What follows belongs to an exercise in optimizing a design on an open flow for small area, a short achievable clock period and few clock cycles per item; a production flow would make more cautious choices. Only simulation tests tie the RTL to the original design; equivalence was not proved. Power and IR drop assume default switching activity.

==> 08-12 <==
==> flow/design.v (excerpt) <==
module barnsley #(
    parameter FP_WIDTH = 25,
    parameter FP_INT = 5
    ) (
    input  wire clk,
    input  wire reset,
    output wire [19:0] iter_max,
    input  wire iter_change,
    output reg  done,
    output wire complete,
    output wire signed [FP_WIDTH-1:0] xn,
    output reg  signed [FP_WIDTH-1:0] yn
    );
clock: 15.0 ns
lec_check: 0
cap_margin: 20
core_margin: 2
core_utilization: 40
place_density: 0.7
slew_margin: 20
synth_hierarchical: 1
standard.sh (not shown) runs the stock make flow with config.mk's settings and CLKGATE_MAP_FILE= SYNTH_SCRIPT=/design/flow/synth_recipe.tcl, a recipe that flattens the netlist after the stock synthesis.
==> flow/flow/run.sh <==
#!/bin/bash
set -e
cp standard.sh standard.sh.txt
export SETUP_SLACK_MARGIN=9
bash standard.sh > standard.log 2>&1
==> inputs of 07-03, as changes to 08-12 <==
==> flow/flow/run.sh (replaced) <==
#!/bin/bash
set -e
cp standard.sh standard.sh.txt
export SETUP_SLACK_MARGIN=8.5
bash standard.sh > standard.log 2>&1
- PLACE_DENSITY: 0.7 -> not set
==> inputs of 10-10, as changes to 08-12 <==
==> flow/flow/run.sh (replaced) <==
#!/bin/bash
set -e
cp standard.sh standard.sh.txt
export SETUP_SLACK_MARGIN=9.5
bash standard.sh > standard.log 2>&1
- PLACE_DENSITY: 0.7 -> not set
==> inputs of 12-11, as changes to 08-12 <==
==> flow/flow/run.sh (replaced) <==
#!/bin/bash
set -e
cp standard.sh standard.sh.txt
export SETUP_SLACK_MARGIN=10
bash standard.sh > standard.log 2>&1
- CAP_MARGIN: 20 -> 50
- PLACE_DENSITY: 0.7 -> not set
- SLEW_MARGIN: 20 -> 75
==> run notes <==
item	07-03	08-12	12-11	10-10
Clock net power	0.437 mW	0.450 mW	0.421 mW	0.417 mW
Most common cell type on the critical path	fa_1	fa_2	fa_2	fa_2
Non-clock inverter instance count of the final layout	252	252	252	253
Clock insertion delay at the later pin of the skew report	500 ps	480 ps	490 ps	480 ps
Required @ worst endpoint	15400 ps	15370 ps	15350 ps	15370 ps
Leakage power summed over all cells	16.8 nW	17.7 nW	18.1 nW	17.5 nW
Instance count after placement with tap cells included	4473	4467	4536	4468
Part of the total power dissipated in combinational logic	13.1%	13.5%	18.5%	18.2%
Result of the run	no timing/DRC/antenna violations	no timing/DRC/antenna violations	no timing/DRC/antenna violations	no timing/DRC/antenna violations
Count of placed standard cells in the final layout, fillers left out	4567	4636	4731	4638
Switching component of the power	0.268 mW	0.256 mW	0.277 mW	0.273 mW
Maximum fanout along the worst path	12	7	12	7
Hold-critical path endpoint	random_inst.mnext[2]	random_inst.mnext[2]	random_inst.mnext[3]	random_inst.mnext[2]
R2R cell count	20	21	19	19
Testbench counts of 08-12, summed over its fixed seeds: cycles 80,000, points 80,000.
Testbench counts of 07-03, summed over its fixed seeds: cycles 80,000, points 80,000.
Testbench counts of 10-10, summed over its fixed seeds: cycles 80,000, points 80,000.
Testbench counts of 12-11, summed over its fixed seeds: cycles 80,000, points 80,000.

---

==> inputs of trial 62 <==
barnsley, a different RTL version from the one above (not shown whole).
==> flow/config.mk <==
export PLATFORM = sky130hd
export DESIGN_NAME = barnsley
export DESIGN_NICKNAME = barnsley
export VERILOG_FILES = /design/flow/design.v
export SDC_FILE = /design/flow/constraint.sdc
export NUM_CORES = 4
export LEC_CHECK = 0
export CAP_MARGIN = 20
export CORE_MARGIN = 2
export CORE_UTILIZATION = 40
export SLEW_MARGIN = 20
export SYNTH_HIERARCHICAL = 1
==> flow/constraint.sdc <==
create_clock -name core_clock -period 15.0 [get_ports {clk}]
set_input_delay 3.0000 -clock core_clock [delete_from_list [all_inputs] [get_ports {clk}]]
set_output_delay 3.0000 -clock core_clock [all_outputs]
set_load 0.01 [all_outputs]
==> flow/flow/run.sh <==
#!/bin/bash
set -e
cp standard.sh standard.sh.txt
export SETUP_SLACK_MARGIN=9
bash standard.sh > standard.log 2>&1
==> build 46: changes against trial 62 <==
==> flow/flow/run.sh (replaced) <==
#!/bin/bash
set -e
cp standard.sh standard.sh.txt
export SETUP_SLACK_MARGIN=8
bash standard.sh > standard.log 2>&1
CAP_MARGIN = 50   (was 20)
SLEW_MARGIN = 75   (was 20)
==> notes <==
Against build 46, the non-clock buffer count of trial 62 is higher by 45.
Between trial 62 and build 46, the lower final area is in build 46 (gap 2.7%, measured against build 46).
Between build 46 and trial 62, the lower final cell count is in build 46 (gap 1.0%, measured against trial 62).
In trial 62 the power is larger than in build 46, by about 3%.
Testbench counts of trial 62, summed over its fixed seeds: cycles 80,000, points 80,000.
Testbench counts of build 46, summed over its fixed seeds: cycles 80,000, points 80,000.

-- what the ideal ports hide --
In the flow no input, the clock included, has a driving cell. The finished layouts below were timed again as built, in two steps. Step 1, drivers: a clkbuf_16 drives clk and a buf_2 each remaining input, both assumed. Step 2 moves the port delays by t, midway between the first and last clock arrival at a register: inputs arrive t later, outputs are due t later. That takes back most of the time a late clock gives input paths. a / b / c = ideal ports / drivers / drivers and shift; a / b = the first two.
run	t (ns)	setup slack, ns	latest minus earliest clock arrival (ns)	worst slew at a driven data input, ns
08-12	0.542	8.848 / 8.848 / 8.728	0.013 / 0.013	0.03
07-03	0.542	8.522 / 8.522 / 8.522	0.031 / 0.031	0.03
10-10	0.531	8.874 / 8.874 / 8.874	0.014 / 0.014	0.03
12-11	0.543	8.855 / 8.855 / 8.855	0.026 / 0.026	0.04
trial 62	0.583	8.530 / 8.530 / 8.530	0.050 / 0.050	0.04
build 46	0.556	8.114 / 8.114 / 8.114	0.022 / 0.021	0.03
After both steps every run listed still meets setup and hold. The setup slack of 08-12, which loses most, moves by 0.000 ns with the drivers and by -0.120 ns with both steps.
